Background: an optimization exercise with open tools, aiming at small area. Do not read the settings as production practice.
At most, simulation tests tie the RTL to the original design; equivalence was not proved.
The RTL of run 2 was laid out without a check of its function.
Power figures rest on the tool's default switching activity, not on a simulated workload.

--- flow/design.v ---
`timescale 1ns / 1ps
module uart_stopwatch (
    input        clk,
    input        rst,
    input        btn_R,
    input        btn_L,
    input        btn_U,
    input        rx,
    output       tx,
    output [3:0] fnd_com,
    output [7:0] fnd_data
);
    reg [2:0] bcnt;
    wire      btick = (bcnt == 3'd0);
    always @(posedge clk, posedge rst) begin
        if (rst) bcnt <= 3'd6;
        else if (bcnt == 3'd5) bcnt <= 3'd0;
        else if (bcnt == 3'd6) bcnt <= 3'd1;
        else bcnt <= bcnt + 3'd1;
    end
    localparam [7:0] R_IDLE = 8'h9B, R_DONE = 8'h99, R_FIRST = 8'h08;
    reg  [7:0] rc;
    reg  [7:0] rxd;   
    wire       r_wait   = (rc == R_IDLE) | (rc == R_DONE);
    wire       rx_done  = (rc == R_DONE);
    wire       r_start  = (rc[7:5] == 3'd0);   
    wire       r_sample = btick & (rc[3:0] == 4'hF) & (rc[7:4] != 4'h0) & ~r_wait;
    always @(posedge clk, posedge rst) begin
        if (rst) rc <= R_IDLE;
        else if (r_wait) rc <= rx ? R_IDLE : R_FIRST;
        else if (btick) rc <= rc + 8'd1;
    end
    always @(posedge clk) begin
        if (r_sample) rxd <= {rx, r_start ? 7'd0 : rxd[7:1]};
    end
    reg  [7:0] tc;
    reg        busy;
    reg        tx_reg;
    reg  [7:0] dbuf;
    wire       t_idle = (tc[7:4] == 4'h1);
    wire       t_start_bit = ~tc[7] & (tc[6:4] == 3'd7);
    wire       txE;
    wire       t_go = t_idle & ~txE;
    always @(posedge clk, posedge rst) begin
        if (rst) begin
            tc     <= 8'h10;
            busy   <= 1'b0;
            tx_reg <= 1'b1;
        end else begin
            if (t_idle) tc <= txE ? 8'h10 : 8'h70;
            else if (btick) tc <= tc + 8'd1;
            busy   <= ~t_idle;
            tx_reg <= tc[7] ? dbuf[tc[6:4]] : ~t_start_bit;
        end
    end
    assign tx = tx_reg;
    reg  [3:0] H, B, T, Y, C;
    reg        cpend, wfix;
    reg  [127:0] ring;   
    wire rxE = (T == B);
    wire rxF = (T == {~B[3], B[2:0]});
    assign txE = (B == H);
    wire txF = (B == {~H[3], H[2:0]});
    wire incT = rx_done & ~rxF;
    wire incB = ~rxE & ~txF;
    wire incH = ~busy & ~txE;
    wire cap = cpend & (Y == C);          
    wire ins = (Y == T) & (~(rxF & txF) | cap);
    wire cpend_next = t_go | (cpend & ~cap);
    always @(posedge clk, posedge rst) begin
        if (rst) begin
            H <= 4'd0;
            B <= 4'd0;
            T <= 4'd0;
            Y <= 4'd0;
            cpend <= 1'b0;
            wfix  <= 1'b0;
        end else begin
            if (incH) H <= H + 4'd1;
            if (incB) B <= B + 4'd1;
            if (incT) T <= T + 4'd1;
            Y <= Y + 4'd1;
            cpend <= cpend_next;
            wfix  <= cpend_next & (wfix | incT);
        end
    end
    always @(posedge clk) begin
        ring <= {ring[119:0], (ins | (cap & wfix)) ? rxd : ring[127:120]};
        if (t_go) C <= H;
        if (cap) dbuf <= ring[127:120];
    end
    reg [1:0] cmd;
    always @(posedge clk, posedge rst) begin
        if (rst) cmd <= 2'd0;
        else if (rxE | r_start) cmd <= 2'd0;
        else if (rxd == 8'h72) cmd <= 2'd1;
        else if (rxd == 8'h6D) cmd <= 2'd2;
        else if (rxd == 8'h63) cmd <= 2'd3;
        else cmd <= 2'd0;
    end
    reg [2:0] dR, dL, dU;
    always @(posedge clk, posedge rst) begin
        if (rst) begin
            dR <= 3'd0;
            dL <= 3'd0;
            dU <= 3'd0;
        end else begin
            dR <= {btn_R & (dR[1] | dR[2]), btn_R & dR[0], btn_R & ~dR[2]};
            dL <= {btn_L & (dL[1] | dL[2]), btn_L & dL[0], btn_L & ~dL[2]};
            dU <= {btn_U & (dU[1] | dU[2]), btn_U & dU[0], btn_U & ~dU[2]};
        end
    end
    wire i_run   = (dR == 3'b110) | (cmd == 2'd1);
    wire i_mode  = (dU == 3'b110) | (cmd == 2'd2);
    wire i_clear = (dL == 3'b110) | (cmd == 2'd3);
    reg clr, mode, pause;
    always @(posedge clk, posedge rst) begin
        if (rst) begin
            clr   <= 1'b0;
            mode  <= 1'b0;
            pause <= 1'b0;
        end else if (clr) begin
            clr <= 1'b0;
        end else begin
            clr   <= i_clear;
            mode  <= mode ^ i_mode;
            pause <= pause ^ i_run;
        end
    end
    reg  [4:0] pc;
    wire       ptick = (pc == 5'd31);
    always @(posedge clk, posedge rst) begin
        if (rst) pc <= 5'd0;
        else if (~pause) begin
            if (clr) pc <= 5'd0;
            else if (ptick) pc <= 5'd1;
            else pc <= pc + 5'd1;
        end
    end
    reg [4:0] j0, j1, j2, j3;
    wire up = ~mode;
    wire e0 = up ? (j0[4] & ~j0[3]) : (~j0[4] & ~j0[0]);
    wire e1 = up ? (j1[4] & ~j1[3]) : (~j1[4] & ~j1[0]);
    wire e2 = up ? (j2[4] & ~j2[3]) : (~j2[4] & ~j2[0]);
    wire [4:0] s0 = up ? {j0[3:0], ~j0[4]} : {~j0[0], j0[4:1]};
    wire [4:0] s1 = up ? {j1[3:0], ~j1[4]} : {~j1[0], j1[4:1]};
    wire [4:0] s2 = up ? {j2[3:0], ~j2[4]} : {~j2[0], j2[4:1]};
    wire [4:0] s3 = up ? {j3[3:0], ~j3[4]} : {~j3[0], j3[4:1]};
    always @(posedge clk, posedge rst) begin
        if (rst) begin
            j0 <= 5'd0;
            j1 <= 5'd0;
            j2 <= 5'd0;
            j3 <= 5'd0;
        end else if (clr) begin
            j0 <= 5'd0;
            j1 <= 5'd0;
            j2 <= 5'd0;
            j3 <= 5'd0;
        end else if (ptick) begin
            j0 <= s0;
            if (e0) j1 <= s1;
            if (e0 & e1) j2 <= s2;
            if (e0 & e1 & e2) j3 <= s3;
        end
    end
    reg [3:0] ph;
    reg [1:0] sel;
    always @(posedge clk, posedge rst) begin
        if (rst) begin
            ph  <= 4'd10;
            sel <= 2'd0;
        end else if (ph == 4'd9) begin
            ph  <= 4'd0;
            sel <= sel + 2'd1;
        end else if (ph == 4'd10) begin
            ph <= 4'd0;
        end else begin
            ph <= ph + 4'd1;
        end
    end
    reg [4:0] dig;
    always @(*) begin
        case (sel)
            2'd0: dig = j0;
            2'd1: dig = j1;
            2'd2: dig = j2;
            default: dig = j3;
        endcase
    end
    wire [4:0] q = dig;
    wire [6:0] seg;
    assign seg[0] = (q[0] & ~q[1]) | (q[3] & ~q[4]);
    assign seg[1] = q[1] & q[4];
    assign seg[2] = q[1] & ~q[2];
    assign seg[3] = seg[0] | (~q[1] & q[2]);
    assign seg[4] = (q[0] & ~q[1]) | (q[0] & q[2]) | (~q[1] & q[2]) | (~q[3] & q[4]);
    assign seg[5] = (~q[1] & q[2]) | (q[0] & ~q[3]);
    assign seg[6] = ~q[1] & (q[2] | ~q[4]);
    assign fnd_data = {1'b1, seg};
    assign fnd_com  = ~(4'b0001 << sel);
endmodule
--- flow/flow/run.sh ---
#!/bin/bash
# The standard layout (standard.sh) with three changes:
#  - synthesis maps the logic with the area-oriented ABC script flow/area.abc
#    (registers are mapped before ABC, exactly as in the standard synthesis);
#  - clock tree synthesis adds no dummy loads;
#  - the port buffers are the smallest buffer cell.
set -euo pipefail
W=$PWD
cat flow/abc_override.tcl synth_recipe.tcl > synth_recipe_area.tcl
sed "s#SYNTH_SCRIPT=[^ ]*#SYNTH_SCRIPT=$W/synth_recipe_area.tcl#" standard.sh > standard_area.sh
export MY_ABC_SCRIPT=$W/flow/area.abc
export CTS_ARGS="-sink_clustering_enable -repair_clock_nets -dont_use_dummy_load -sink_clustering_size 20 -sink_clustering_max_diameter 60 -buf_list sky130_fd_sc_hd__clkbuf_8"
export BUFFER_PORTS_ARGS="-buffer_cell sky130_fd_sc_hd__buf_1"
bash standard_area.sh > standard_flow.log 2>&1
--- flow/flow/abc_override.tcl ---
# Prepended to the standard flow's synthesis script: every abc call runs the ABC script
# named by MY_ABC_SCRIPT (an area-oriented mapping) instead of ORFS's.
# Registers are mapped before abc runs, so they are the standard synthesis's.
proc abc {args} {
  set i [lsearch $args -script]
  if { $i >= 0 && [info exists ::env(MY_ABC_SCRIPT)] } {
    set args [lreplace $args [expr {$i + 1}] [expr {$i + 1}] $::env(MY_ABC_SCRIPT)]
  }
  yosys abc {*}$args
}
--- flow/flow/area.abc ---
&get -n
&st
&synch2
&if -K 6 -a
&mfs
&st
&dch -f
&nf -a -R 1000
&put
--- flow/standard.sh ---
#!/bin/bash
# synth_recipe.tcl (not shown) runs the flow's synth.tcl, then flattens the netlist and writes it again
# the make line also repeats each setting of config.mk as NAME=value (left out here)
make -C /OpenROAD-flow-scripts/flow DESIGN_CONFIG=/design/flow/config.mk WORK_HOME=/design/flow/orfs CLKGATE_MAP_FILE= SYNTH_SCRIPT=/design/flow/synth_recipe.tcl "${@:-finish}"
--- flow/config.mk ---
export PLATFORM = sky130hd
export DESIGN_NAME = uart_stopwatch
export DESIGN_NICKNAME = uart_stopwatch
export VERILOG_FILES = /design/flow/design.v
export SDC_FILE = /design/flow/constraint.sdc
export NUM_CORES = 4
export LEC_CHECK = 0
export CAP_MARGIN = 20
export CORE_MARGIN = 2
export CORE_UTILIZATION = 50
export SLEW_MARGIN = 20
--- flow/constraint.sdc ---
create_clock -name core_clock -period 20.0 [get_ports {clk}]
set_input_delay 4.0000 -clock core_clock [delete_from_list [all_inputs] [get_ports {clk}]]
set_output_delay 4.0000 -clock core_clock [all_outputs]
set_load 0.01 [all_outputs]
==> results of run 1 <==
## per-layer routing
metal / vias up / wire length, um / global-route usage
met2: 49 / 4950 / 0.228
met4: 0 / 299 / 0.0414
met3: 20 / 356 / 0.0293
met5: - / 0 / 0
li1: 2041 / - / -
met1: 1954 / 5600 / 0.218
## metrics by stage
stage,cells,utilization
2_1_floorplan,571,-
3_3_place_gp,773,0.533
3_5_place_dp,773,0.533
4_1_cts,790,0.549
5_1_grt,790,0.549
6_report,790,0.549
## kinds of logic after synthesis
logic type / synth area share
simple gates: 0.0950
fa+ha+maj: 0.0234
buf+inv: 0.0106
xor+xnor: 0.0469
mux: 0.0404
compound gates: 0.0767
flops: 0.707
other cells: 0.000502
## layout make-up
cell class,instances,share of cell area
inverters,19,0.00906
clock buffers,17,0.0292
flip-flops and latches,232,0.659
repair buffers,19,0.0103
well taps,184,0.0287
multi-input cells,319,0.264
## layout by cell type, fill, tap and decap left out, types with 17 or more instances in the layout
master                       n
sky130_fd_sc_hd__clkinv_1   18
sky130_fd_sc_hd__clkbuf_8   17
sky130_fd_sc_hd__xor2_1     26
sky130_fd_sc_hd__a21oi_1    25
sky130_fd_sc_hd__nor2_1     38
sky130_fd_sc_hd__edfxtp_1   20
sky130_fd_sc_hd__o21ai_0    22
sky130_fd_sc_hd__buf_1      17
sky130_fd_sc_hd__dfrtp_1    72
sky130_fd_sc_hd__dfxtp_1   128
sky130_fd_sc_hd__nand2_1    43
## where the power goes
part | internal (W) | leakage [nW] | switching [W] | total, W
Combinational | 0.0000727 | 0.932 | 0.0000825 | 0.000155
Sequential | 0.000525 | 2.27 | 0.0000584 | 0.000583
Clock | 0.0000769 | 0.122 | 0.000129 | 0.000206
## critical path, cell delays in order (launching register included)
cell and delay, ns:
sky130_fd_sc_hd__dfrtp_1 0.41, sky130_fd_sc_hd__clkinv_1 0.15, sky130_fd_sc_hd__ha_1 0.29, sky130_fd_sc_hd__a222oi_1 0.33, sky130_fd_sc_hd__o21ai_0 0.22, sky130_fd_sc_hd__nor2b_1 0.20, sky130_fd_sc_hd__o211ai_1 0.17, sky130_fd_sc_hd__buf_1 0.18
## worst paths after layout
check	to	slack, ns
max	fnd_data[4]	13.56
min	ring[71]$_DFF_P_	0.31
max reg2reg	ring[4]$_DFF_P_	17.07
min reg2reg	ring[71]$_DFF_P_	0.31
max in group asynchronous	mode$_DFFE_PP0N_	15.78
min in group asynchronous	tc[7]$_DFFE_PP0P_	3.69
==> reports/qor.txt, run 1 <==
Relative slew margins: 0.307
highest net fanout along the worst path: 6
antenna cell count: 0
Worst Tran Pin Value: 1.03 ns
DPL Wire Length: 7320 um
largest net degree at the start of global routing: 85
R2R depth: 6
placement-stage cell area: 0.00777 mm2
unrepaired setup endpoints after global routing: no
initial core utilization: 0.512
nets in the synthesized netlist: 591
worst min-delay path startpoint: ring[63]$_DFF_P_
CP Launch Point: sel[0]$_DFFE_PP0N_
Pwr Density: 118 mW/mm2
class of the tightest hold or removal check: reg2reg
final critical-path share of the clock period: 0.322
total number of nets in the final design: 628
Largest Register: ring
f_max: 155 MHz
Final Slew Violations: 0
least setup slack across all paths after layout: 13.56 ns
# IOs: 19
status: no timing/DRC/antenna violations
Hold Crit Depth: 0
die area: 0.0159 mm2
Std-Cell Rows: 44
max reg flops: 128
post-layout total power: 0.000944 W
Synth top area share: 0.343
most frequent cells after synthesis: sky130_fd_sc_hd__dfxtp_1 (128), sky130_fd_sc_hd__dfrtp_1 (73), sky130_fd_sc_hd__nand2_1 (43)
leading cell types by total area after synthesis: sky130_fd_sc_hd__dfxtp_1 (34%), sky130_fd_sc_hd__dfrtp_1 (24%), sky130_fd_sc_hd__edfxtp_1 (8.0%), sky130_fd_sc_hd__dfstp_2 (3.9%), sky130_fd_sc_hd__xor2_1 (3.0%)
Design Area, Final: 0.00801 mm2
area used by multi-input combinational logic: 0.00211 mm2
Fin. Hold Viols: 0
final setup fails: 0
Synth cell types: 43
violation count after the first detailed-routing iteration: 246
Min Clock Period, post-route: 6.44 ns
vias in the first global route: 4093
Hold Slack: 0.307 ns
CP required: 16.00 ns
chip height: 126 um
clock tree buffer depth: 3
clk root buf: sky130_fd_sc_hd__clkbuf_8
count of flip-flops with a built-in enable after synthesis: 20
kind of end point of the critical path: primary output
total routing usage reported by global routing: 0.149
Routed Wire Length: 11200 um
TritonCTS clock tree: built
Post-CTS Hold Fix Bufs: 0
CP Launch Type: register
Wirelength per Cell: 14.2 um
clk sinks: 232
Worst-path clk slew: 0.10 ns
largest area contributor in the netlist: sky130_fd_sc_hd__dfxtp_1
summed instance area of the synthesized netlist: 0.00747 mm2
number of antenna violations at the first check in global routing: 0
worst slack after detailed placement: 14.07 ns
Setup TNS Final: 0 ns
number of resized instances in the post-cts repair step: 0
launch instance of the worst register-to-register path: Y[2]$_DFF_PP0_
sequential cell area: 0.00528 mm2
dominant register cell in the synthesized netlist: sky130_fd_sc_hd__dfxtp_1
cts bufs inserted: 17
core outline area: 0.0146 mm2
via density per instance: 5.14
Final GP Congestion: 0.806
Post-Syn Instances: 571
routed via count: 4064
CP Data Arrival Time: 2.44 ns
total number of H-tree levels: 1
dominant cell by count in the synthesized netlist: sky130_fd_sc_hd__dfxtp_1
Post-route DRC: 0
number of synthesized register bits: 232
number of buffers added on ports: 17
first-pass GRT wire length: 19700 um
die span in x: 126 um
Overflow after GRT: 0
Clock Latency Late Sink: 0.51 ns
mean instance size in the synthesized netlist: 13.1 um2
worst vdd rail ir drop: 0.0757 mV
worst setup skew after layout: 0.0625 ns
Fill cells: 1201
critical path class: reg2out
number of max-cap violations: 0
layout cell share with drive strength beyond 1: 0.0561
area overhead of the layout relative to synthesis: 7.25%
sequential fraction of the synthesis area: 0.707
proportion of register bits with asynchronous set or reset after synthesis: 0.362
cell leakage power: 3.32 nW
remaining number of nets flagged by the antenna check after routing: 0
warnings from Yosys: 1
DR pass1 iterations: 4
setup repair bufs after CTS: 0
==> inputs of run 2 (changes only) <==
--- a/flow/design.v
+++ b/flow/design.v
@@ -11,12 +11,10 @@
     output [7:0] fnd_data
 );
     reg [2:0] bcnt;
-    wire      btick = (bcnt == 3'd0);
+    wire      btick = (bcnt == 3'b110);
     always @(posedge clk, posedge rst) begin
-        if (rst) bcnt <= 3'd6;
-        else if (bcnt == 3'd5) bcnt <= 3'd0;
-        else if (bcnt == 3'd6) bcnt <= 3'd1;
-        else bcnt <= bcnt + 3'd1;
+        if (rst) bcnt <= 3'b010;
+        else bcnt <= {bcnt[1:0], ~bcnt[2] & (bcnt[0] | ~bcnt[1])};
     end
     localparam [7:0] R_IDLE = 8'h9B, R_DONE = 8'h99, R_FIRST = 8'h08;
     reg  [7:0] rc;
@@ -166,17 +164,14 @@
     end
     reg [3:0] ph;
     reg [1:0] sel;
+    wire ph_last = ~ph[0] & ph[1] & ~ph[3];
     always @(posedge clk, posedge rst) begin
         if (rst) begin
-            ph  <= 4'd10;
+            ph  <= 4'b1010;
             sel <= 2'd0;
-        end else if (ph == 4'd9) begin
-            ph  <= 4'd0;
-            sel <= sel + 2'd1;
-        end else if (ph == 4'd10) begin
-            ph <= 4'd0;
         end else begin
-            ph <= ph + 4'd1;
+            ph <= {ph[2:0], (ph[0] & ~ph[3]) | (~ph[0] & ~ph[1] & ph[3])};
+            if (ph_last) sel <= sel + 2'd1;
         end
     end
     reg [4:0] dig;
--- a/flow/flow/run.sh
+++ b/flow/flow/run.sh
@@ -9,6 +9,6 @@
 cat flow/abc_override.tcl synth_recipe.tcl > synth_recipe_area.tcl
 sed "s#SYNTH_SCRIPT=[^ ]*#SYNTH_SCRIPT=$W/synth_recipe_area.tcl#" standard.sh > standard_area.sh
 export MY_ABC_SCRIPT=$W/flow/area.abc
-export CTS_ARGS="-sink_clustering_enable -repair_clock_nets -dont_use_dummy_load -sink_clustering_size 20 -sink_clustering_max_diameter 60 -buf_list sky130_fd_sc_hd__clkbuf_8"
+export CTS_ARGS="-sink_clustering_enable -repair_clock_nets -dont_use_dummy_load -sink_clustering_size 12 -sink_clustering_max_diameter 40 -buf_list sky130_fd_sc_hd__clkbuf_4"
 export BUFFER_PORTS_ARGS="-buffer_cell sky130_fd_sc_hd__buf_1"
 bash standard_area.sh > standard_flow.log 2>&1
==> flow/flow/area.abc (replaced) <==
&get -n
&st
&dc2
&syn3
&synch2
&if -K 6 -a
&mfs
&st
&dch -f
&nf -a -R 2000
&put
==> run 2 against run 1 <==
Synthesized area down 1.3%. Clock skew up 0.0058 ns. Sequential share of layout area up 0.91 points. Register-to-register slack worse by 0.06 ns. Synthesized cell count down 4.6%. Sequential cell count unchanged. Critical path type unchanged. Largest power group unchanged.
==> reports/qor.txt, run 2 <==
DPL Wire Length: 7290 um (-0.37%)
nets in the synthesized netlist: 565 (-4.4%)
top library cells by usage in the layout, fill and taps aside: sky130_fd_sc_hd__dfxtp_1 (128), sky130_fd_sc_hd__dfrtp_1 (73), sky130_fd_sc_hd__nand2_1 (34), sky130_fd_sc_hd__nor2_1 (30), sky130_fd_sc_hd__clkbuf_4 (29)
Fill cells: 1211 (+0.83%)
most frequent cells after synthesis: sky130_fd_sc_hd__dfxtp_1 (128), sky130_fd_sc_hd__dfrtp_1 (74), sky130_fd_sc_hd__nand2_1 (34)
number of buffers added on ports: 17 (unchanged)
number of antenna violations at the first check in global routing: 0 (unchanged)
Worst Tran Pin Value: 0.816 ns (-0.216 ns)
cell leakage power: 3.28 nW (-1.2%)
highest net fanout along the worst path: 6 (unchanged)
remaining number of nets flagged by the antenna check after routing: 0 (unchanged)
Post-CTS Hold Fix Bufs: 0 (unchanged)
Final Slew Violations: 0 (unchanged)
area overhead of the layout relative to synthesis: 7.20% (about the same)
WL met1: 5500 um (-1.7%)
least setup slack across all paths after layout: 13.38 ns (-0.184 ns)
Relative slew margins: 0.453 (+0.147)
post-layout total power: 0.000919 W (-2.7%)
cts bufs inserted: 29 (+12)
Post-route DRC: 0 (unchanged)
critical path class: reg2out
Worst-path clk slew: 0.11 ns (about the same)
share of the core filled with cells: 0.546 (-0.00351)
die span in x: 125 um (-0.65%)
layout cell share with drive strength beyond 1: 0.0777 (+0.0216)
Routed Wire Length: 11200 um (+0.30%)
highest routed metal layer: met4
number of max-cap violations: 0 (unchanged)
max reg flops: 128 (unchanged)
Clock Latency Late Sink: 0.64 ns (+0.13 ns)
summed instance area of the synthesized netlist: 0.00737 mm2 (-1.3%)
# IOs: 19 (unchanged)
final critical-path share of the clock period: 0.331 (+0.00921)
setup repair bufs after CTS: 0 (unchanged)
CP Launch Type: register
Met3 Wirelength: 413 um (+16%)
proportion of register bits with asynchronous set or reset after synthesis: 0.362 (unchanged)
violation count after the first detailed-routing iteration: 216 (-12%)
Largest Register: ring
final setup fails: 0 (unchanged)
Hold Slack: 0.254 ns (-0.0533 ns)
Std-Cell Rows: 44 (unchanged)
Min Clock Period, post-route: 6.62 ns (+0.184 ns)
die area: 0.0157 mm2 (-1.3%)
worst min-delay path startpoint: ring[79]$_DFF_P_
Pwr Density: 116 mW/mm2 (-1.3%)
kind of end point of the critical path: primary output
Synth cell types: 43 (unchanged)
worst vdd rail ir drop: 0.0665 mV (-12%)
WL met2: 5050 um (+2.2%)
Final GP Congestion: 0.764 (-5.2%)
worst slack after detailed placement: 14.05 ns (-0.0203 ns)
dominant cell by count in the synthesized netlist: sky130_fd_sc_hd__dfxtp_1
antenna cell count: 0 (unchanged)
post-synthesis compound-gate area fraction: 0.0725 (-0.00422)
warnings from Yosys: 1 (unchanged)
Synth Area in Simple Gates: 0.0891 (-0.00584)
worst setup skew after layout: 0.0683 ns (+0.00577 ns)
leading cell types by total area after synthesis: sky130_fd_sc_hd__dfxtp_1 (35%), sky130_fd_sc_hd__dfrtp_1 (25%), sky130_fd_sc_hd__edfxtp_1 (8.1%), sky130_fd_sc_hd__dfstp_2 (3.6%), sky130_fd_sc_hd__xor2_1 (3.0%)
unrepaired setup endpoints after global routing: no
clk root buf: sky130_fd_sc_hd__clkbuf_4
total number of H-tree levels: 1 (unchanged)
number of synthesized register bits: 232 (unchanged)
clock tree buffer depth: 3 (unchanged)
clk sinks: 232 (unchanged)
largest area contributor in the netlist: sky130_fd_sc_hd__dfxtp_1
Adder-Cell Fraction of Synth Area: 0.0238 (+0.000318)
class of the tightest hold or removal check: reg2reg
status: no timing/DRC/antenna violations
dominant register cell in the synthesized netlist: sky130_fd_sc_hd__dfxtp_1
routed via count: 4029 (-0.86%)
Post-Syn Instances: 545 (-4.6%)
Wirelength per Cell: 14.5 um (+2.1%)
TritonCTS clock tree: built
largest net degree at the start of global routing: 85 (unchanged)
most common cell after layout, fill and taps aside: sky130_fd_sc_hd__dfxtp_1
CP required: 16.00 ns (about the same)
CP Data Arrival Time: 2.62 ns (+0.18 ns)
core outline area: 0.0145 mm2 (-0.75%)
Fin. Hold Viols: 0 (unchanged)
via density per instance: 5.19 (+0.93%)
number of resized instances in the post-cts repair step: 0 (unchanged)
post-synthesis mux area share: 0.0423 (+0.00191)
DR pass1 iterations: 4 (unchanged)
first-pass GRT wire length: 20000 um (+1.8%)
count of flip-flops with a built-in enable after synthesis: 20 (unchanged)
vias in the first global route: 4141 (+1.2%)
total routing usage reported by global routing: 0.152 (+0.00370)
post-synthesis share of cell area spent on xor and xnor gates: 0.0452 (-0.00174)
total number of nets in the final design: 614 (-2.2%)
Synth top area share: 0.348 (+0.00466)
initial core utilization: 0.509 (-0.00302)
mean instance size in the synthesized netlist: 13.5 um2 (+3.4%)
sequential fraction of the synthesis area: 0.716 (+0.00943)
chip height: 125 um (-0.65%)
Overflow after GRT: 0 (unchanged)
CP Launch Point: sel[0]$_DFFE_PP0P_
main combinational cell family by area after synthesis: simple AND/OR/NAND/NOR gates
Setup TNS Final: 0 ns (unchanged)
f_max: 151 MHz (-2.8%)
launch instance of the worst register-to-register path: Y[0]$_DFF_PP0_
==> run 2: layout make-up <==
type / count / area [um2] / share of cell area
multi-input combinational: 293 / 2020 / 0.256
tap: 184 / 230 / 0.0291
timing repair buffer: 19 / 82.6 / 0.0105
clock buffer: 29 / 218 / 0.0276
sequential: 232 / 5280 / 0.668
inverter: 19 / 72.6 / 0.00918
==> run 2: critical path, stage by stage, from the launching register on <==
cell and delay, ns:
sky130_fd_sc_hd__dfrtp_1 0.45, sky130_fd_sc_hd__clkinv_1 0.12, sky130_fd_sc_hd__ha_1 0.29, sky130_fd_sc_hd__a222oi_1 0.37, sky130_fd_sc_hd__nor2_1 0.07, sky130_fd_sc_hd__a21oi_1 0.25
sky130_fd_sc_hd__o22ai_1 0.15, sky130_fd_sc_hd__nand2b_1 0.16, sky130_fd_sc_hd__buf_1 0.12
==> run 2: logic make-up after synthesis <==
group	Yosys count
fa+ha+maj	14
xor+xnor	38
mux	27
compound gates	83
other cells	1
buf+inv	20
flops	232
simple gates	130
==> run 2: power breakdown <==
| part | switching, W | internal [W] | total, W |
|---|---|---|---|
| combinational | 0.0000751 | 0.0000689 | 0.000144 |
| clock | 0.000133 | 0.0000664 | 0.000199 |
| sequential | 0.0000564 | 0.000520 | 0.000576 |
==> run 2: per-layer routing <==
layer / GRT usage / vias to the layer above
li1: - / 1985
met1: 0.217 / 1958
met2: 0.237 / 61
met3: 0.0347 / 25
met4: 0.0451 / 0
met5: 0 / -
==> run 2: through the flow <==
stage	instance area, um2	instances
floorplan	7370	545
global placement	7670	747
detailed placement	7670	747
CTS	7890	776
global route	7900	776
finish	7900	776
==> run 2: worst paths after layout <==
kind,cells past startpoint,end,slack [ns]
setup reg to reg,6,ring[5]$_DFF_P_,17.01
setup / recovery,8,fnd_data[3],13.38
hold reg to reg,0,ring[87]$_DFF_P_,0.25
hold / removal,0,ring[87]$_DFF_P_,0.25
max in group asynchronous,3,mode$_DFFE_PP0N_,15.89
min in group asynchronous,3,Y[2]$_DFF_PP0_,3.56
==> inputs of run 3 (changes only) <==
--- a/flow/design.v
+++ b/flow/design.v
@@ -26,7 +26,7 @@
     always @(posedge clk, posedge rst) begin
         if (rst) rc <= R_IDLE;
         else if (r_wait) rc <= rx ? R_IDLE : R_FIRST;
-        else if (btick) rc <= rc + 8'd1;
+        else rc <= rc + {7'd0, btick};
     end
     always @(posedge clk) begin
         if (r_sample) rxd <= {rx, r_start ? 7'd0 : rxd[7:1]};
@@ -46,7 +46,7 @@
             tx_reg <= 1'b1;
         end else begin
             if (t_idle) tc <= txE ? 8'h10 : 8'h70;
-            else if (btick) tc <= tc + 8'd1;
+            else tc <= tc + {7'd0, btick};
             busy   <= ~t_idle;
             tx_reg <= tc[7] ? dbuf[tc[6:4]] : ~t_start_bit;
         end
@@ -74,9 +74,9 @@
             cpend <= 1'b0;
             wfix  <= 1'b0;
         end else begin
-            if (incH) H <= H + 4'd1;
-            if (incB) B <= B + 4'd1;
-            if (incT) T <= T + 4'd1;
+            H <= H + {3'd0, incH};
+            B <= B + {3'd0, incB};
+            T <= T + {3'd0, incT};
             Y <= Y + 4'd1;
             cpend <= cpend_next;
             wfix  <= cpend_next & (wfix | incT);
@@ -129,11 +129,8 @@
     wire       ptick = (pc == 5'd31);
     always @(posedge clk, posedge rst) begin
         if (rst) pc <= 5'd0;
-        else if (~pause) begin
-            if (clr) pc <= 5'd0;
-            else if (ptick) pc <= 5'd1;
-            else pc <= pc + 5'd1;
-        end
+        else if (~pause & clr) pc <= 5'd0;
+        else pc <= pc + {3'd0, ~pause & ptick, ~pause & ~ptick};   
     end
     reg [4:0] j0, j1, j2, j3;
     wire up = ~mode;
@@ -164,14 +161,14 @@
     end
     reg [3:0] ph;
     reg [1:0] sel;
-    wire ph_last = ~ph[0] & ph[1] & ~ph[3];
+    wire ph_last = ph[0] & ~ph[1] & ~ph[3];
     always @(posedge clk, posedge rst) begin
         if (rst) begin
-            ph  <= 4'b1010;
+            ph  <= 4'b1001;
             sel <= 2'd0;
         end else begin
-            ph <= {ph[2:0], (ph[0] & ~ph[3]) | (~ph[0] & ~ph[1] & ph[3])};
-            if (ph_last) sel <= sel + 2'd1;
+            ph <= {ph[2:0], (ph[0] & ~ph[1]) | (~ph[0] & ~ph[3]) | (ph[0] & ph[3])};
+            sel <= sel + {1'b0, ph_last};
         end
     end
     reg [4:0] dig;
--- a/flow/config.mk
+++ b/flow/config.mk
@@ -5,7 +5,7 @@
 export SDC_FILE = /design/flow/constraint.sdc
 export NUM_CORES = 4
 export LEC_CHECK = 0
-export CAP_MARGIN = 20
+export CAP_MARGIN = 0
 export CORE_MARGIN = 2
 export CORE_UTILIZATION = 50
-export SLEW_MARGIN = 20
+export SLEW_MARGIN = 0
==> run 3 against run 2 <==
Combinational power about the same. Critical path depth decreased by 1. Die area shrank 0.95%. Global-route usage fell by 0.73 points. Still clean on timing, DRC and antenna. Largest power group unchanged.
==> reports/qor.txt, run 3 <==
number of buffers added on ports: 17 (unchanged)
worst vdd rail ir drop: 0.0599 mV (-10%)
proportion of register bits with asynchronous set or reset after synthesis: 0.362 (unchanged)
Overflow after GRT: 0 (unchanged)
most common cell after layout, fill and taps aside: sky130_fd_sc_hd__dfxtp_1
Synth Area in Simple Gates: 0.0941 (+0.00500)
final setup fails: 0 (unchanged)
Synth top area share: 0.351 (+0.00346)
summed instance area of the synthesized netlist: 0.00730 mm2 (-0.98%)
cell leakage power: 3.24 nW (-1.3%)
total number of H-tree levels: 1 (unchanged)
Adder-Cell Fraction of Synth Area: 0.0267 (+0.00298)
Final GP Congestion: 0.835 (+9.3%)
core outline area: 0.0144 mm2 (-0.76%)
cts bufs inserted: 28 (-3.4%)
TritonCTS clock tree: built
count of flip-flops with a built-in enable after synthesis: 20 (unchanged)
largest net degree at the start of global routing: 85 (unchanged)
total routing usage reported by global routing: 0.145 (-0.00731)
critical path class: reg2out
routed via count: 3898 (-3.3%)
Post-Syn Instances: 534 (-2.0%)
Relative slew margins: 0.313 (-0.141)
status: no timing/DRC/antenna violations
CP Launch Point: sel[1]$_DFF_PP0_
worst setup skew after layout: 0.102 ns (+0.0337 ns)
largest area contributor in the netlist: sky130_fd_sc_hd__dfxtp_1
number of antenna violations at the first check in global routing: 0 (unchanged)
warnings from Yosys: 1 (unchanged)
Std-Cell Rows: 44 (unchanged)
number of max-cap violations: 0 (unchanged)
Largest Register: ring
nets in the synthesized netlist: 555 (-1.8%)
Hold Slack: 0.318 ns (+0.0643 ns)
Synth cell types: 44 (+2.3%)
remaining number of nets flagged by the antenna check after routing: 0 (unchanged)
mean instance size in the synthesized netlist: 13.7 um2 (+1.1%)
post-synthesis compound-gate area fraction: 0.0627 (-0.00974)
main combinational cell family by area after synthesis: simple AND/OR/NAND/NOR gates
Routed Wire Length: 10700 um (-5.0%)
via density per instance: 5.09 (-2.0%)
dominant register cell in the synthesized netlist: sky130_fd_sc_hd__dfxtp_1
number of resized instances in the post-cts repair step: 0 (unchanged)
clk sinks: 232 (unchanged)
Pwr Density: 115 mW/mm2 (-1.1%)
Setup TNS Final: 0 ns (unchanged)
chip height: 125 um (-0.48%)
top library cells by usage in the layout, fill and taps aside: sky130_fd_sc_hd__dfxtp_1 (128), sky130_fd_sc_hd__dfrtp_1 (74), sky130_fd_sc_hd__nor2_1 (47), sky130_fd_sc_hd__clkbuf_4 (28), sky130_fd_sc_hd__nand2_1 (26)
final critical-path share of the clock period: 0.324 (-0.00707)
die span in x: 125 um (-0.48%)
antenna cell count: 0 (unchanged)
number of synthesized register bits: 232 (unchanged)
total number of nets in the final design: 605 (-1.5%)
worst min-delay path startpoint: ring[55]$_DFF_P_
CP Launch Type: register
die area: 0.0156 mm2 (-0.95%)
sequential fraction of the synthesis area: 0.723 (+0.00712)
setup repair bufs after CTS: 0 (unchanged)
post-synthesis share of cell area spent on xor and xnor gates: 0.0492 (+0.00405)
CP Data Arrival Time: 2.48 ns (-0.14 ns)
Clock Latency Late Sink: 0.65 ns (about the same)
DPL Wire Length: 6900 um (-5.4%)
Worst Tran Pin Value: 1.03 ns (+0.215 ns)
max reg flops: 128 (unchanged)
launch instance of the worst register-to-register path: Y[0]$_DFF_PP0_
post-synthesis mux area share: 0.0363 (-0.00592)
first-pass GRT wire length: 19000 um (-5.3%)
Post-route DRC: 0 (unchanged)
Post-CTS Hold Fix Bufs: 0 (unchanged)
# IOs: 19 (unchanged)
clk root buf: sky130_fd_sc_hd__clkbuf_4
dominant cell by count in the synthesized netlist: sky130_fd_sc_hd__dfxtp_1
DR pass1 iterations: 4 (unchanged)
CP required: 16.00 ns (about the same)
kind of end point of the critical path: primary output
violation count after the first detailed-routing iteration: 206 (-4.6%)
f_max: 154 MHz (+2.2%)
unrepaired setup endpoints after global routing: no
Wirelength per Cell: 13.9 um (-3.7%)
initial core utilization: 0.508 (-0.00115)
highest net fanout along the worst path: 6 (unchanged)
Worst-path clk slew: 0.11 ns (about the same)
clock tree buffer depth: 3 (unchanged)
Final Slew Violations: 0 (unchanged)
vias in the first global route: 3915 (-5.5%)
Fin. Hold Viols: 0 (unchanged)
area overhead of the layout relative to synthesis: 7.23% (about the same)
most frequent cells after synthesis: sky130_fd_sc_hd__dfxtp_1 (128), sky130_fd_sc_hd__dfrtp_1 (74), sky130_fd_sc_hd__nor2_1 (47)
layout cell share with drive strength beyond 1: 0.0773 (-0.000383)
leading cell types by total area after synthesis: sky130_fd_sc_hd__dfxtp_1 (35%), sky130_fd_sc_hd__dfrtp_1 (25%), sky130_fd_sc_hd__edfxtp_1 (8.2%), sky130_fd_sc_hd__dfstp_2 (3.6%), sky130_fd_sc_hd__xor2_1 (2.8%)
class of the tightest hold or removal check: reg2reg
Min Clock Period, post-route: 6.48 ns (-0.141 ns)
## run 3: path summary, 6_finish.rpt
| kind | to | slack (ns) | cells past startpoint |
|---|---|---|---|
| min | ring[63]$_DFF_P_ | 0.32 | 0 |
| max in group asynchronous | j2[2]$_DFFE_PP0P_ | 15.59 | 3 |
| min in group asynchronous | busy$_DFF_PP0_ | 3.67 | 3 |
| min reg2reg | ring[63]$_DFF_P_ | 0.32 | 0 |
| max | fnd_data[3] | 13.52 | 7 |
| max reg2reg | ring[1]$_DFF_P_ | 17.45 | 6 |
## run 3: final cells by class
type / count / area (um2)
inverters: 12 / 46.3
fillers: 1231 / 6540
repair buffers: 21 / 93.8
flip-flops and latches: 232 / 5280
multi-input cells: 289 / 1970
clock buffers: 28 / 210
well taps: 184 / 230
## run 3: power by group
group	total, W	internal (W)	switching (W)
Clock	0.000194	0.0000642	0.000130
Combinational	0.000144	0.0000665	0.0000775
Sequential	0.000562	0.000520	0.0000425
## run 3: logic make-up (layout without fill, tap and decap cells)
kind of cell | Yosys count | in the layout
multiplexers | 23 | 23
AO/OA/AOI/OAI | 69 | 69
buffers and inverters | 13 | 61
XOR/XNOR | 41 | 41
AND/OR/NAND/NOR | 140 | 140
adder cells (fa/ha/maj) | 15 | 15
other | 1 | 1
flip-flops | 232 | 232
## run 3: layer usage
metal	wire length, um	part of all wire	GRT usage	vias up
met5	0	0	0	-
met4	244	0.023	0.0399	0
met3	482	0.045	0.0357	26
met2	4630	0.43	0.220	69
met1	5320	0.50	0.210	1872
li1	-	-	-	1931
## run 3: worst max-delay path, cell delays in order, from the launching register on
cell and delay (ns):
sky130_fd_sc_hd__dfrtp_1 0.42, sky130_fd_sc_hd__and2_0 0.26, sky130_fd_sc_hd__a22o_1 0.23, sky130_fd_sc_hd__a221oi_1 0.44, sky130_fd_sc_hd__nor2b_1 0.22, sky130_fd_sc_hd__a21o_1 0.11, sky130_fd_sc_hd__nand2b_1 0.09, sky130_fd_sc_hd__buf_1 0.16
## run 3: through the flow
stage / instance area, um2 / std cells / util / power (W) / worst slack [ns]
detailed placement: 7620 / 738 / 0.530 / 0.000717 / 14.10
floorplan: 7300 / 534 / - / 0.000675 / 14.32
finish: 7830 / 766 / 0.545 / 0.000900 / 13.52
global placement: 7620 / 738 / 0.530 / 0.000711 / 14.21
global route: 7830 / 766 / 0.545 / 0.000963 / 13.30
CTS: 7830 / 766 / 0.545 / 0.000914 / 13.47
==> inputs of run 4 (changes only) <==
--- a/flow/config.mk
+++ b/flow/config.mk
@@ -5,7 +5,8 @@
 export SDC_FILE = /design/flow/constraint.sdc
 export NUM_CORES = 4
 export LEC_CHECK = 0
-export CAP_MARGIN = 0
+export CAP_MARGIN = 20
 export CORE_MARGIN = 2
 export CORE_UTILIZATION = 50
-export SLEW_MARGIN = 0
+export PLACE_DENSITY = 0.75
+export SLEW_MARGIN = 20
==> run 4 against run 3 <==
Critical path depth unchanged. Die area unchanged. Sequential power hardly changed. Synthesized area unchanged. Core utilization shrank 0.15 points. Register-to-register slack better by 0.08 ns. Synthesized cell count stayed put. Largest power group unchanged.
==> reports/qor.txt, run 4 <==
number of buffers added on ports: 17 (unchanged)
violation count after the first detailed-routing iteration: 147 (-29%)
Final GP Congestion: 0.860 (+3.0%)
dominant register cell in the synthesized netlist: sky130_fd_sc_hd__dfxtp_1
cell total after placement: 737 (-0.14%)
largest area contributor in the netlist: sky130_fd_sc_hd__dfxtp_1
vias in the first global route: 3940 (+0.64%)
Worst-path clk slew: 0.11 ns (about the same)
Final Slew Violations: 0 (unchanged)
critical path class: reg2out
via density per instance: 5.14 (+1.0%)
Min Clock Period, post-route: 6.49 ns (+0.00890 ns)
max reg flops: 128 (unchanged)
# IOs: 19 (unchanged)
area overhead of the layout relative to synthesis: 6.94%
largest net degree at the start of global routing: 85 (unchanged)
cts bufs inserted: 25 (-11%)
remaining number of nets flagged by the antenna check after routing: 0 (unchanged)
global-route met1 utilization: 0.193 (-0.0173)
proportion of register bits with asynchronous set or reset after synthesis: 0.362 (unchanged)
clock tree buffer depth: 3 (unchanged)
met2 routing resource usage after global routing: 0.230 (+0.0103)
top library cells by usage in the layout, fill and taps aside: sky130_fd_sc_hd__dfxtp_1 (128), sky130_fd_sc_hd__dfrtp_1 (74), sky130_fd_sc_hd__nor2_1 (47), sky130_fd_sc_hd__nand2_1 (26), sky130_fd_sc_hd__clkbuf_4 (25)
class of the tightest hold or removal check: reg2reg
Overflow after GRT: 0 (unchanged)
unrepaired setup endpoints after global routing: no
DR pass1 iterations: 4 (unchanged)
nets in the synthesized netlist: 555 (unchanged)
routed via count: 3917 (+0.49%)
DPL Wire Length: 7090 um (+2.7%)
count of flip-flops with a built-in enable after synthesis: 20 (unchanged)
summed instance area of the synthesized netlist: 0.00730 mm2 (unchanged)
f_max: 154 MHz (-0.14%)
initial core utilization: 0.508 (unchanged)
worst setup skew after layout: 0.0744 ns (-0.0277 ns)
warnings from Yosys: 1 (unchanged)
mean instance size in the synthesized netlist: 13.7 um2 (unchanged)
total number of H-tree levels: 1 (unchanged)
Post-Syn Instances: 534 (unchanged)
setup repair bufs after CTS: 0 (unchanged)
number of antenna violations at the first check in global routing: 0 (unchanged)
Synth cell types: 44 (unchanged)
Fin. Hold Viols: 0 (unchanged)
register-to-register path setup slack: 17.53 ns (+0.08 ns)
Worst Tran Pin Value: 0.829 ns (-0.202 ns)
final critical-path share of the clock period: 0.324 (+0.000445)
total number of nets in the final design: 601 (-0.66%)
Synth top area share: 0.351 (unchanged)
antenna cell count: 0 (unchanged)
Post-route DRC: 0 (unchanged)
post-layout total power: 0.000890 W (-1.1%)
number of resized instances in the post-cts repair step: 0 (unchanged)
most frequent cells after synthesis: sky130_fd_sc_hd__dfxtp_1 (128), sky130_fd_sc_hd__dfrtp_1 (74), sky130_fd_sc_hd__nor2_1 (47)
highest net fanout along the worst path: 6 (unchanged)
number of synthesized register bits: 232 (unchanged)
dominant cell by count in the synthesized netlist: sky130_fd_sc_hd__dfxtp_1
Clock Latency Late Sink: 0.61 ns (-0.04 ns)
cell leakage power: 3.22 nW (-0.55%)
TritonCTS clock tree: built
final cell count without fillers: 762 (-0.52%)
worst vdd rail ir drop: 0.0694 mV (+16%)
status: no timing/DRC/antenna violations
most common cell after layout, fill and taps aside: sky130_fd_sc_hd__dfxtp_1
final setup fails: 0 (unchanged)
total routing usage reported by global routing: 0.141 (-0.00412)
Top Usage Layer GRT: met2
global routing met3 resource utilization: 0.0292 (-0.00644)
CP required: 16.00 ns (about the same)
leading cell types by total area after synthesis: sky130_fd_sc_hd__dfxtp_1 (35%), sky130_fd_sc_hd__dfrtp_1 (25%), sky130_fd_sc_hd__edfxtp_1 (8.2%), sky130_fd_sc_hd__dfstp_2 (3.6%), sky130_fd_sc_hd__xor2_1 (2.8%)
Pwr Density: 114 mW/mm2 (-0.87%)
core outline area: 0.0144 mm2 (unchanged)
CP Launch Type: register
Setup TNS Final: 0 ns (unchanged)
clk root buf: sky130_fd_sc_hd__clkbuf_4
Std-Cell Rows: 44 (unchanged)
Largest Register: ring
Routed Wire Length: 10600 um (-1.2%)
kind of end point of the critical path: primary output
layout cell share with drive strength beyond 1: 0.0727 (-0.00466)
first-pass GRT wire length: 18500 um (-2.4%)
die span in x: 125 um (unchanged)
die area: 0.0156 mm2 (unchanged)
number of max-cap violations: 0 (unchanged)
Hold Slack: 0.254 ns (-0.0645 ns)
chip height: 125 um (unchanged)
Wirelength per Cell: 13.8 um (-0.64%)
CP Data Arrival Time: 2.49 ns (about the same)
Post-CTS Hold Fix Bufs: 0 (unchanged)
Relative slew margins: 0.448 (+0.135)
sequential fraction of the synthesis area: 0.723 (unchanged)
clk sinks: 232 (unchanged)
## run 4: cells by family (layout without fill, tap and decap cells)
| family | count (synthesis) | count (layout) | share of synthesized area |
|---|---|---|---|
| fa+ha+maj | 15 | 15 | 0.0267 |
| flops | 232 | 232 | 0.723 |
| xor+xnor | 41 | 41 | 0.0492 |
| compound gates | 69 | 69 | 0.0628 |
| mux | 23 | 23 | 0.0363 |
| simple gates | 140 | 140 | 0.0941 |
| other cells | 1 | 1 | 0.000514 |
| buf+inv | 13 | 57 | 0.00720 |
## run 4: cell type report
cell class                      count  area, um2
Clock buffer                       25        188
Fill cell                        1182       6560
Inverter                           12       46.3
Multi-Input combinational cell    289       1970
Sequential cell                   232       5280
Tap cell                          184        230
Timing Repair Buffer               20       90.1
## run 4: through the flow
stage | util | setup WS (ns) | instance area (um2)
after global placement | 0.530 | 14.22 | 7610
after global routing | 0.543 | 13.28 | 7800
final | 0.543 | 13.51 | 7800
after floorplan | - | 14.32 | 7300
after CTS | 0.543 | 13.47 | 7800
after detailed placement | 0.530 | 14.09 | 7610
## run 4: per-layer routing
metal / share of wire / wire length (um) / vias up
met1: 0.47 / 5000 / 1906
li1: - / - / 1929
met5: 0 / 0 / -
met3: 0.035 / 367 / 20
met4: 0.020 / 215 / 0
met2: 0.47 / 4970 / 62
## run 4: power breakdown
| group | switching, W | internal (W) | leakage, nW |
|---|---|---|---|
| clock network | 0.000126 | 0.0000576 | 0.115 |
| registers | 0.0000437 | 0.000519 | 2.28 |
| logic | 0.0000769 | 0.0000663 | 0.833 |
| total | 0.000247 | 0.000643 | 3.22 |
## run 4: path summary, 6_finish.rpt
path / start / end / cells after the start
max reg2reg: Y[0]$_DFF_PP0_ / ring[6]$_DFF_P_ / 6
max: sel[1]$_DFF_PP0_ / fnd_data[3] / 7
min: ring[72]$_DFF_P_ / ring[80]$_DFF_P_ / 0
min reg2reg: ring[72]$_DFF_P_ / ring[80]$_DFF_P_ / 0
max in group asynchronous: rst / j2[0]$_DFFE_PP0P_ / 3
min in group asynchronous: rst / rc[2]$_DFF_PP0_ / 3
## run 4: critical path: stages (launching register included)
cell	delay, ns
sky130_fd_sc_hd__dfrtp_1	0.43
sky130_fd_sc_hd__and2_0	0.27
sky130_fd_sc_hd__a22o_1	0.23
sky130_fd_sc_hd__a221oi_1	0.45
sky130_fd_sc_hd__nor2b_1	0.21
sky130_fd_sc_hd__a21o_1	0.10
sky130_fd_sc_hd__nand2b_1	0.09
sky130_fd_sc_hd__buf_1	0.15
==> inputs of run 5 (changes only) <==
--- a/flow/config.mk
+++ b/flow/config.mk
@@ -8,5 +8,5 @@
 export CAP_MARGIN = 20
 export CORE_MARGIN = 2
 export CORE_UTILIZATION = 50
-export PLACE_DENSITY = 0.75
+export PLACE_DENSITY = 0.85
 export SLEW_MARGIN = 20
==> run 5 against run 4 <==
Global-route usage grew 0.84 points. Worst setup slack lost 0.048 ns. Hold slack better by 0.046 ns. Combinational power up 3%. Final cell count is 0.26% higher. Sequential power barely moved. Total power up 1.4%. Via count grew 1.1%. First-iteration DRC count increased by 110%. Largest cell class unchanged.
==> reports/qor.txt, run 5 <==
status: no timing/DRC/antenna violations
top library cells by usage in the layout, fill and taps aside: sky130_fd_sc_hd__dfxtp_1 (128), sky130_fd_sc_hd__dfrtp_1 (74), sky130_fd_sc_hd__nor2_1 (47), sky130_fd_sc_hd__clkbuf_4 (27), sky130_fd_sc_hd__nand2_1 (26)
via density per instance: 5.18 (+0.81%)
clk sinks: 232 (unchanged)
first-pass GRT wire length: 19500 um (+5.4%)
remaining number of nets flagged by the antenna check after routing: 0 (unchanged)
chip height: 125 um (unchanged)
routed via count: 3959 (+1.1%)
final cell count without fillers: 764 (+0.26%)
Largest Register: ring
Hold Crit Depth: 0 (unchanged)
sequential fraction of the synthesis area: 0.723 (unchanged)
Wirelength per Cell: 14.7 um (+6.4%)
Post-CTS Hold Fix Bufs: 0 (unchanged)
most common cell after layout, fill and taps aside: sky130_fd_sc_hd__dfxtp_1
Synth cell types: 44 (unchanged)
Routed Wire Length: 11300 um (+6.7%)
violation count after the first detailed-routing iteration: 306 (+110%)
R2R depth: 6 (unchanged)
least setup slack across all paths after layout: 13.47 ns (-0.0481 ns)
Pwr Density: 115 mW/mm2 (+1.2%)
Relative slew margins: 0.443 (-0.00484)
worst slack after detailed placement: 14.04 ns (-0.0488 ns)
critical path's largest stage delay: 0.46 ns (about the same)
area overhead of the layout relative to synthesis: 7.15%
clock tree buffer depth: 3 (unchanged)
Post-route DRC: 0 (unchanged)
Fin. Hold Viols: 0 (unchanged)
die area: 0.0156 mm2 (unchanged)
mean instance size in the synthesized netlist: 13.7 um2 (unchanged)
class of the tightest hold or removal check: reg2reg
largest net degree at the start of global routing: 85 (unchanged)
CP required: 16.00 ns (about the same)
Clock Latency Late Sink: 0.62 ns (about the same)
nets in the synthesized netlist: 555 (unchanged)
Synth top area share: 0.351 (unchanged)
final setup fails: 0 (unchanged)
total number of nets in the final design: 603 (+0.33%)
Worst Tran Pin Value: 0.836 ns (+0.00726 ns)
count of buffer and inverter cells on the critical path: 1 (unchanged)
number of synthesized register bits: 232 (unchanged)
Setup TNS Final: 0 ns (unchanged)
Std-Cell Rows: 44 (unchanged)
most frequent cells after synthesis: sky130_fd_sc_hd__dfxtp_1 (128), sky130_fd_sc_hd__dfrtp_1 (74), sky130_fd_sc_hd__nor2_1 (47)
dominant register cell in the synthesized netlist: sky130_fd_sc_hd__dfxtp_1
layout cell share with drive strength beyond 1: 0.0759 (+0.00320)
clk root buf: sky130_fd_sc_hd__clkbuf_4
die span in x: 125 um (unchanged)
cell leakage power: 3.23 nW (+0.29%)
number of antenna violations at the first check in global routing: 0 (unchanged)
highest net fanout along the worst path: 6 (unchanged)
setup repair bufs after CTS: 0 (unchanged)
unrepaired setup endpoints after global routing: no
f_max: 153 MHz (-0.74%)
total routing usage reported by global routing: 0.149 (+0.00843)
cts bufs inserted: 27 (+8.0%)
Final GP Congestion: 0.850 (-1.1%)
Final Slew Violations: 0 (unchanged)
kind of end point of the critical path: primary output
largest area contributor in the netlist: sky130_fd_sc_hd__dfxtp_1
Design Area, Final: 0.00782 mm2 (+0.19%)
number of max-cap violations: 0 (unchanged)
initial core utilization: 0.508 (unchanged)
DR pass1 iterations: 4 (unchanged)
final critical-path share of the clock period: 0.327 (+0.00240)
# IOs: 19 (unchanged)
antenna cell count: 0 (unchanged)
worst vdd rail ir drop: 0.0669 mV (-3.5%)
dominant cell by count in the synthesized netlist: sky130_fd_sc_hd__dfxtp_1
DPL Wire Length: 7600 um (+7.1%)
count of flip-flops with a built-in enable after synthesis: 20 (unchanged)
CP Data Arrival Time: 2.53 ns (+0.04 ns)
Overflow after GRT: 0 (unchanged)
max reg flops: 128 (unchanged)
list of cells traversed by the critical path: and2_0 -> a22o_1 -> a221oi_1 -> nor2b_1 -> a21o_1 -> nand2b_1 -> buf_1
post-layout total power: 0.000903 W (+1.4%)
cell total after placement: 737 (unchanged)
Min Clock Period, post-route: 6.53 ns (+0.0481 ns)
core outline area: 0.0144 mm2 (unchanged)
vias in the first global route: 4145 (+5.2%)
proportion of register bits with asynchronous set or reset after synthesis: 0.362 (unchanged)
worst setup skew after layout: 0.0404 ns (-0.0340 ns)
TritonCTS clock tree: built
total number of H-tree levels: 1 (unchanged)
warnings from Yosys: 1 (unchanged)
CP top delay family: compound AO/OA/AOI/OAI gates
number of buffers added on ports: 17 (unchanged)
Post-Syn Instances: 534 (unchanged)
critical path class: reg2out
placement-stage cell area: 0.00761 mm2 (unchanged)
Worst-path clk slew: 0.10 ns (about the same)
leading cell types by total area after synthesis: sky130_fd_sc_hd__dfxtp_1 (35%), sky130_fd_sc_hd__dfrtp_1 (25%), sky130_fd_sc_hd__edfxtp_1 (8.2%), sky130_fd_sc_hd__dfstp_2 (3.6%), sky130_fd_sc_hd__xor2_1 (2.8%)
CP Launch Type: register
stages on the worst setup path: 7 (unchanged)
summed instance area of the synthesized netlist: 0.00730 mm2 (unchanged)
cell with the largest stage delay on the worst path: sky130_fd_sc_hd__a221oi_1
number of resized instances in the post-cts repair step: 0 (unchanged)
run 5: final timing paths:
| check | start | slack [ns] | to |
|---|---|---|---|
| hold reg to reg | ring[116]$_DFF_P_ | 0.30 | ring[124]$_DFF_P_ |
| setup reg to reg | Y[0]$_DFF_PP0_ | 17.48 | ring[7]$_DFF_P_ |
| hold / removal | ring[116]$_DFF_P_ | 0.30 | ring[124]$_DFF_P_ |
| min in group asynchronous | rst | 3.56 | Y[0]$_DFF_PP0_ |
| max in group asynchronous | rst | 15.89 | dU[1]$_DFF_PP0_ |
| setup / recovery | sel[1]$_DFF_PP0_ | 13.47 | fnd_data[3] |
run 5: report_power, final:
group          leakage, nW  internal [W]  switching [W]
Combinational        0.833     0.0000668      0.0000798
Sequential            2.28      0.000520      0.0000450
Clock                0.124     0.0000621       0.000130
run 5: per-stage QoR:
step / hold WS [ns] / util
2_1_floorplan: 0.310 / -
3_3_place_gp: 0.310 / 0.530
3_5_place_dp: 0.312 / 0.530
4_1_cts: 0.303 / 0.544
5_1_grt: 0.316 / 0.544
6_report: 0.300 / 0.544
run 5: kinds of logic after synthesis:
group | Yosys count | share of synthesized area
mux | 23 | 0.0363
fa+ha+maj | 15 | 0.0267
simple gates | 140 | 0.0941
other cells | 1 | 0.000514
flops | 232 | 0.723
compound gates | 69 | 0.0628
buf+inv | 13 | 0.00720
xor+xnor | 41 | 0.0492
run 5: worst register-to-register path: stages, from the launching register on:
cell and delay [ns]:
sky130_fd_sc_hd__dfrtp_1 0.47, sky130_fd_sc_hd__xor2_1 0.19, sky130_fd_sc_hd__nor4_1 0.39, sky130_fd_sc_hd__and2_0 0.54, sky130_fd_sc_hd__o21a_1 0.21, sky130_fd_sc_hd__a21oi_1 0.16, sky130_fd_sc_hd__mux2_1 0.44
run 5: layer usage:
metal,up-vias,track usage,part of all wire
met2,82,0.245,0.49
met1,1934,0.199,0.45
met4,0,0.0471,0.019
met5,-,0,0
met3,19,0.0352,0.044
li1,1924,-,-
run 5: layout make-up:
type	instances	area [um2]
clock buffer	27	203
fill	1182	6550
inverter	12	46.3
multi-input combinational	289	1970
sequential	232	5280
tap	184	230
timing repair buffer	20	90.1
==> inputs of run 6 (changes only) <==
--- a/flow/config.mk
+++ b/flow/config.mk
@@ -8,5 +8,4 @@
 export CAP_MARGIN = 20
 export CORE_MARGIN = 2
 export CORE_UTILIZATION = 50
-export PLACE_DENSITY = 0.85
 export SLEW_MARGIN = 20
==> run 6 against run 5 <==
Global-route usage decreased by 0.43 points. Core utilization increased by 0.070 points. Clock skew increased by 0.062 ns. Via count decreased by 1.5%. First-iteration DRC count decreased by 33%. Largest cell class unchanged. Wire length decreased by 5.1%. Critical path type unchanged. Hold slack improved by 0.019 ns. Synthesized area unchanged. Combinational power about the same.
==> reports/qor.txt, run 6 <==
status: no timing/DRC/antenna violations
Post-route DRC: 0 (unchanged)
Pwr Density: 115 mW/mm2 (-0.40%)
dominant cell by count in the synthesized netlist: sky130_fd_sc_hd__dfxtp_1
last element of the critical path: fnd_data[3]
final cell count without fillers: 766 (+0.26%)
launch instance of the worst register-to-register path: Y[0]$_DFF_PP0_
Wirelength per Cell: 13.9 um (-5.3%)
Worst Tran Pin Value: 0.943 ns (+0.107 ns)
antenna cell count: 0 (unchanged)
core outline area: 0.0144 mm2 (unchanged)
CP Data Arrival Time: 2.48 ns (-0.05 ns)
routed via count: 3900 (-1.5%)
Adder-Cell Fraction of Synth Area: 0.0267 (unchanged)
area overhead of the layout relative to synthesis: 7.29%
final setup fails: 0 (unchanged)
CP Launch Point: sel[1]$_DFF_PP0_
summed instance area of the synthesized netlist: 0.00730 mm2 (unchanged)
number of resized instances in the post-cts repair step: 0 (unchanged)
initial core utilization: 0.508 (unchanged)
setup repair bufs after CTS: 0 (unchanged)
DR pass1 iterations: 4 (unchanged)
first-pass GRT wire length: 19000 um (-2.7%)
proportion of register bits with asynchronous set or reset after synthesis: 0.362 (unchanged)
chip height: 125 um (unchanged)
class of the tightest hold or removal check: reg2reg
vias in the first global route: 3915 (-5.5%)
mean instance size in the synthesized netlist: 13.7 um2 (unchanged)
worst vdd rail ir drop: 0.0599 mV (-11%)
unrepaired setup endpoints after global routing: no
clock tree buffer depth: 3 (unchanged)
Worst-path clk slew: 0.11 ns (about the same)
main combinational cell family by area after synthesis: simple AND/OR/NAND/NOR gates
cts bufs inserted: 28 (+3.7%)
Fill cells: 1231 (+4.1%)
register-to-register path setup slack: 17.45 ns (-0.03 ns)
post-layout total power: 0.000900 W (-0.27%)
Synth top area share: 0.351 (unchanged)
dominant register cell in the synthesized netlist: sky130_fd_sc_hd__dfxtp_1
largest area contributor in the netlist: sky130_fd_sc_hd__dfxtp_1
TritonCTS clock tree: built
Post-Syn Instances: 534 (unchanged)
cell leakage power: 3.24 nW (+0.31%)
Clock Latency Late Sink: 0.65 ns (+0.03 ns)
Setup TNS Final: 0 ns (unchanged)
R2R depth: 6 (unchanged)
most frequent cells after synthesis: sky130_fd_sc_hd__dfxtp_1 (128), sky130_fd_sc_hd__dfrtp_1 (74), sky130_fd_sc_hd__nor2_1 (47)
Largest Register: ring
highest net fanout along the worst path: 6 (unchanged)
CP Launch Type: register
die span in x: 125 um (unchanged)
Synth cell types: 44 (unchanged)
final critical-path share of the clock period: 0.324 (-0.00285)
kind of end point of the critical path: primary output
Final GP Congestion: 0.835 (-1.8%)
number of antenna violations at the first check in global routing: 0 (unchanged)
post-synthesis share of cell area spent on xor and xnor gates: 0.0492 (unchanged)
Worst R2R End: ring[1]$_DFF_P_
die area: 0.0156 mm2 (unchanged)
post-synthesis mux area share: 0.0363 (unchanged)
top library cells by usage in the layout, fill and taps aside: sky130_fd_sc_hd__dfxtp_1 (128), sky130_fd_sc_hd__dfrtp_1 (74), sky130_fd_sc_hd__nor2_1 (47), sky130_fd_sc_hd__clkbuf_4 (28), sky130_fd_sc_hd__nand2_1 (26)
Final Slew Violations: 0 (unchanged)
violation count after the first detailed-routing iteration: 206 (-33%)
Post-CTS Hold Fix Bufs: 0 (unchanged)
layout cell share with drive strength beyond 1: 0.0773 (+0.00146)
Std-Cell Rows: 44 (unchanged)
number of synthesized register bits: 232 (unchanged)
Fin. Hold Viols: 0 (unchanged)
Relative slew margins: 0.372 (-0.0711)
critical path class: reg2out
total number of nets in the final design: 605 (+0.33%)
largest net degree at the start of global routing: 85 (unchanged)
Synth Area in Simple Gates: 0.0941 (unchanged)
leading cell types by total area after synthesis: sky130_fd_sc_hd__dfxtp_1 (35%), sky130_fd_sc_hd__dfrtp_1 (25%), sky130_fd_sc_hd__edfxtp_1 (8.2%), sky130_fd_sc_hd__dfstp_2 (3.6%), sky130_fd_sc_hd__xor2_1 (2.8%)
worst setup skew after layout: 0.102 ns (+0.0616 ns)
Min Clock Period, post-route: 6.48 ns (-0.0569 ns)
# IOs: 19 (unchanged)
sequential fraction of the synthesis area: 0.723 (unchanged)
total number of H-tree levels: 1 (unchanged)
Overflow after GRT: 0 (unchanged)
post-synthesis compound-gate area fraction: 0.0627 (unchanged)
DPL Wire Length: 6900 um (-9.1%)
cell total after placement: 738 (+0.14%)
f_max: 154 MHz (+0.88%)
via density per instance: 5.09 (-1.7%)
nets in the synthesized netlist: 555 (unchanged)
warnings from Yosys: 1 (unchanged)
clk sinks: 232 (unchanged)
number of max-cap violations: 0 (unchanged)
Routed Wire Length: 10700 um (-5.1%)
remaining number of nets flagged by the antenna check after routing: 0 (unchanged)
max reg flops: 128 (unchanged)
clk root buf: sky130_fd_sc_hd__clkbuf_4
CP required: 16.00 ns (about the same)
count of flip-flops with a built-in enable after synthesis: 20 (unchanged)
most common cell after layout, fill and taps aside: sky130_fd_sc_hd__dfxtp_1
total routing usage reported by global routing: 0.145 (-0.00431)
number of buffers added on ports: 17 (unchanged)
[run 6: cell types whose count changed in the layout (fill, tap and decap cells not counted)]
cell / previous run / this run
sky130_fd_sc_hd__clkbuf_4: 27 / 28
sky130_fd_sc_hd__nor3b_1: 3 / 4
sky130_fd_sc_hd__buf_4: 2 / 3
sky130_fd_sc_hd__nor3b_2: 1 / 0
[run 6: critical path: stages, from the launching register on]
cell and delay (ns):
sky130_fd_sc_hd__dfrtp_1 0.42, sky130_fd_sc_hd__and2_0 0.26, sky130_fd_sc_hd__a22o_1 0.23, sky130_fd_sc_hd__a221oi_1 0.44
sky130_fd_sc_hd__nor2b_1 0.22, sky130_fd_sc_hd__a21o_1 0.11, sky130_fd_sc_hd__nand2b_1 0.09, sky130_fd_sc_hd__buf_1 0.16
[run 6: logic make-up after synthesis]
logic type	after synthesis
mux	23
xor+xnor	41
flops	232
simple gates	140
fa+ha+maj	15
other cells	1
buf+inv	13
compound gates	69
[run 6: worst min-delay path by stage]
stage	slack, ns	endpoint	startpoint	depth (start not counted)
final	0.32	ring[63]$_DFF_P_	ring[55]$_DFF_P_	0
after floorplan	0.31	ring[100]$_DFF_P_	ring[92]$_DFF_P_	0
after global routing	0.32	ring[63]$_DFF_P_	ring[55]$_DFF_P_	0
after detailed placement	0.31	ring[19]$_DFF_P_	ring[11]$_DFF_P_	0
after CTS	0.32	ring[127]$_DFF_P_	ring[119]$_DFF_P_	0
after global placement	0.31	ring[125]$_DFF_P_	ring[117]$_DFF_P_	0
[run 6: layout make-up]
class | instances | area, um2 | area share
sequential | 232 | 5280 | 0.674
tap | 184 | 230 | 0.0294
multi-input combinational | 289 | 1970 | 0.251
inverter | 12 | 46.3 | 0.00591
clock buffer | 28 | 210 | 0.0268
timing repair buffer | 21 | 97.6 | 0.0125
[run 6: per-layer routing]
layer | share of wire | wire length (um) | GRT usage | vias to the layer above
li1 | - | - | - | 1931
met1 | 0.50 | 5330 | 0.210 | 1874
met2 | 0.43 | 4630 | 0.220 | 69
met3 | 0.045 | 482 | 0.0357 | 26
met4 | 0.023 | 244 | 0.0399 | 0
met5 | 0 | 0 | 0 | -
[run 6: power breakdown]
| part | total, W | switching [W] | internal [W] | leakage (nW) |
|---|---|---|---|---|
| combinational | 0.000144 | 0.0000775 | 0.0000665 | 0.838 |
| clock | 0.000194 | 0.000130 | 0.0000642 | 0.129 |
| sequential | 0.000562 | 0.0000425 | 0.000520 | 2.28 |
[run 6: metrics by stage]
| step | hold WS, ns | instance area [um2] | worst slack [ns] | utilization |
|---|---|---|---|---|
| after floorplan | 0.310 | 7300 | 14.32 | - |
| after global placement | 0.311 | 7620 | 14.21 | 0.530 |
| after detailed placement | 0.312 | 7620 | 14.10 | 0.530 |
| after CTS | 0.320 | 7830 | 13.47 | 0.545 |
| after global routing | 0.324 | 7830 | 13.30 | 0.545 |
| final | 0.318 | 7830 | 13.52 | 0.545 |

[port drivers added, routing unchanged]
In the flow no input, the clock included, has a driving cell. The finished layouts below were timed again as built, in two steps. Step 1: set_driving_cell puts a clkbuf_16 on clk and a buf_2 on each other input, an assumption about the parent block. Step 2, shift: input delay + t, output delay - t, t = (earliest + latest rising clock arrival at the registers) / 2. This alone moves slack from input paths to output paths. Three values: no drivers, after step 1, after step 2; two values: the first two.
run	t, ns	setup WS [ns]	hold slack, ns	slew at the worst register clock pin (ns)
run 1	0.518	13.565 / 13.528 / 14.046	0.307 / 0.307 / 0.307	0.11 / 0.11
run 2	0.636	13.381 / 13.347 / 13.983	0.254 / 0.254 / 0.254	0.12 / 0.12
run 3	0.627	13.522 / 13.489 / 14.117	0.318 / 0.318 / 0.318	0.11 / 0.11
run 4	0.597	13.513 / 13.481 / 14.078	0.254 / 0.254 / 0.254	0.12 / 0.12
run 5	0.623	13.465 / 13.433 / 14.055	0.300 / 0.300 / 0.300	0.11 / 0.11
run 6	0.627	13.522 / 13.489 / 14.117	0.318 / 0.318 / 0.318	0.11 / 0.11
After both steps setup and hold are still met in every run listed.
